What follows belongs to an exercise in optimizing a design on an open flow for small area; a production flow would make more cautious choices.
The RTL was checked by simulation tests, not by an equivalence proof against the original design.
Power is estimated from default activity; no workload was simulated.

==> inputs of 03-10 <==
// manyakproject
module manyakproject(clock_50, rst, clock_25, start, high_button, low_button, red_out, blue_out, green_out, hsync, vsync, nsync);
export LEC_CHECK = 0
export ABC_AREA = 1
export CAP_MARGIN = 20
export CORE_MARGIN = 2
export CORE_UTILIZATION = 40
export SLEW_MARGIN = 20
export SYNTH_MEMORY_MAX_BITS = 131072
create_clock -name core_clock -period 25.0 [get_ports {clock_50}]
run.sh (not shown) runs the stock make flow with config.mk's settings and CLKGATE_MAP_FILE= SYNTH_SCRIPT=/design/flow/synth_recipe.tcl, a recipe that flattens the netlist after the stock synthesis.
==> 08-09: changes against 03-10 <==
--- a/flow/config.mk
+++ b/flow/config.mk
@@ -9,5 +9,6 @@
 export CAP_MARGIN = 20
 export CORE_MARGIN = 2
 export CORE_UTILIZATION = 40
+export CTS_BUF_LIST = sky130_fd_sc_hd__clkbuf_4
 export SLEW_MARGIN = 20
 export SYNTH_MEMORY_MAX_BITS = 131072
==> results.txt <==
In 08-09 the register-to-register slack is worse than in 03-10, by 60 ps. Between 08-09 and 03-10, the lower final cell count is in 03-10 (gap 1.9%, measured against 03-10). Against 03-10, the total power of 08-09 is lower by 3.8%. Between 08-09 and 03-10, the lower count of clock-buffer cells in the layout is in 03-10 (gap 79). In area after synthesis, 08-09 and 03-10 do not differ. In 08-09 the wire length is higher than in 03-10, by about 0.7%. Between 03-10 and 08-09, the lower via count is in 03-10 (gap 0.68%, measured against 08-09). Of 03-10 and 08-09, 03-10 has the higher clock power (gap about 17%, measured against 08-09).

==> inputs of v38 <==
manyakproject, a different RTL version from the one above (not shown whole).
export LEC_CHECK = 0
export ABC_AREA = 1
export CAP_MARGIN = 20
export CORE_MARGIN = 2
export CORE_UTILIZATION = 55
export GPL_TIMING_DRIVEN = 0
export SLEW_MARGIN = 20
export SYNTH_MEMORY_MAX_BITS = 131072
create_clock -name core_clock -period 25.0 [get_ports {clock_50}]
standard.sh (not shown) runs the stock make flow with config.mk's settings and CLKGATE_MAP_FILE= SYNTH_SCRIPT=/design/flow/synth_recipe.tcl, a recipe that flattens the netlist after the stock synthesis.
==> flow/flow/run.sh <==
#!/bin/bash
# Own layout flow: the standard synthesis, then the combinational logic is
# re-mapped with ABC's area mapper (registers untouched), then the standard
# layout from floorplan to finish on that netlist, with a smaller clock tree.
set -euo pipefail
W=$(pwd)
R=orfs/results/$FLOW_PLATFORM/manyakproject/base
LIB=$FLOW_HOME/platforms/$FLOW_PLATFORM/lib/sky130_fd_sc_hd__tt_025C_1v80.lib
YOSYS=$(command -v yosys || true)
[[ -n "$YOSYS" ]] || YOSYS=$FLOW_HOME/../tools/install/yosys/bin/yosys

# 1. standard synthesis
bash standard.sh synth > log_1_standard_synth.txt 2>&1
cp $R/1_2_yosys.v std_1_2_yosys.v

# 2. re-map the logic between the registers
sed -e "s|@LIB@|$LIB|g" -e "s|@IN@|$W/std_1_2_yosys.v|" -e "s|@OUT@|$W/$R/1_2_yosys.v|" \
    -e "s|@ABC@|$W/flow/remap.abc|" -e "s|@TOP@|$FLOW_TOP|" flow/remap.ys.in > remap.ys
"$YOSYS" -l log_2_remap.txt -q remap.ys > /dev/null

# 3. standard layout on the new netlist (1_synth.odb is rebuilt from it)
rm -f $R/1_synth.odb $R/1_synth.sdc
# port buffers: buf_1; clock tree: clkbuf_8 buffers for clusters of up to 12
# registers, no dummy loads
bash standard.sh finish "BUFFER_PORTS_ARGS=-buffer_cell sky130_fd_sc_hd__buf_1" "CTS_ARGS=-sink_clustering_enable -repair_clock_nets -dont_use_dummy_load -buf_list sky130_fd_sc_hd__clkbuf_8 -sink_clustering_size 12 -sink_clustering_max_diameter 60" > log_3_standard_layout.txt 2>&1
==> flow/flow/remap.abc <==
strash
&get -n
&deepsyn -T 120
&put
dch -f
amap -m
topo
==> flow/flow/remap.ys.in <==
# Re-maps the combinational cells of the standard synthesis netlist with ABC's
# area mapper. Every register instance keeps its name and cell: the register
# cells are black boxes here, the other cells are read as their functions.
read_liberty -ignore_miss_func @LIB@
blackbox sky130_fd_sc_hd__*df* sky130_fd_sc_hd__*dl*
read_verilog @IN@
hierarchy -top @TOP@
flatten
opt_clean
abc -liberty @LIB@ -script @ABC@ -dont_use sky130_fd_sc_hd__probe_p_8 -dont_use sky130_fd_sc_hd__probec_p_8 -dont_use sky130_fd_sc_hd__lpflow_*
opt_clean -purge
hilomap -singleton -hicell sky130_fd_sc_hd__conb_1 HI -locell sky130_fd_sc_hd__conb_1 LO
insbuf -buf sky130_fd_sc_hd__buf_1 A X
tee -o remap_stat.txt stat -liberty @LIB@
write_verilog -noattr -noexpr -nohex -nodec @OUT@
==> inputs of v28, as changes to v38 <==
--- a/flow/config.mk
+++ b/flow/config.mk
@@ -8,3 +8,3 @@
 export ABC_AREA = 1
-export CAP_MARGIN = 20
+export CAP_MARGIN = 0
 export CORE_MARGIN = 2
@@ -12,3 +12,3 @@
 export GPL_TIMING_DRIVEN = 0
-export SLEW_MARGIN = 20
+export SLEW_MARGIN = 0
 export SYNTH_MEMORY_MAX_BITS = 131072
==> results.txt <==
item	v38	v28
Total Routed Length	92.5 mm	91.6 mm
Total track usage	0.418	0.414
Leakage dissipation	7.38 nW	7.40 nW
Cell with the largest stage delay on the worst path	sky130_fd_sc_hd__o311ai_0	sky130_fd_sc_hd__nor3_1
Iteration count of the initial detailed-routing pass	14	10
Area Growth Syn to Fin	6.81%	6.49%
Result of the run	timing/DRC/antenna clean	timing/DRC/antenna clean
Number of fill cells in the layout	3697	3672
Area of placed instances	0.0236 mm^2	0.0236 mm^2
Final cell area excluding filler cells	0.0241 mm^2	0.0240 mm^2
Sequential share of cell area	0.272	0.273
Reported sequential group power	0.000500 W	0.000502 W
Clock share of power	0.216	0.203
Top metal layer carrying routed signals	met4	met5
Vias	28700	28800
Clock network latency to the later pin of the worst-skew pair	0.64 ns	0.66 ns
Number of stages on the worst setup path	90	94

what the ideal ports hide:
How much do the figures lean on ideal ports? The routed layouts below were timed once more, with nothing changed but the port constraints.
Step 1 assumes that a clkbuf_16 drives the clock port and a buf_2 every other input.
Step 2 moves the port delays by t, midway between the first and last clock arrival at a register: inputs arrive t later, outputs are due t later. That takes back most of the time a late clock gives input paths.
a / b / c = ideal / step 1 / step 2; a / b = the first two.
run | shift t [ns] | setup slack, ns | worst register clock-pin slew, ns
03-10 | 0.617 | 8.208 / 8.252 / 7.635 | 0.06 / 0.06
08-09 | 0.901 | 8.513 / 8.548 / 7.647 | 0.08 / 0.08
v38 | 0.656 | 4.598 / 4.598 / 4.598 | 0.09 / 0.09
v28 | 0.682 | 3.378 / 3.378 / 3.378 | 0.09 / 0.09
After both steps setup and hold are still met in every run listed. The setup slack of 08-09, which loses most, moves by +0.035 ns with the drivers and by -0.866 ns with both steps.
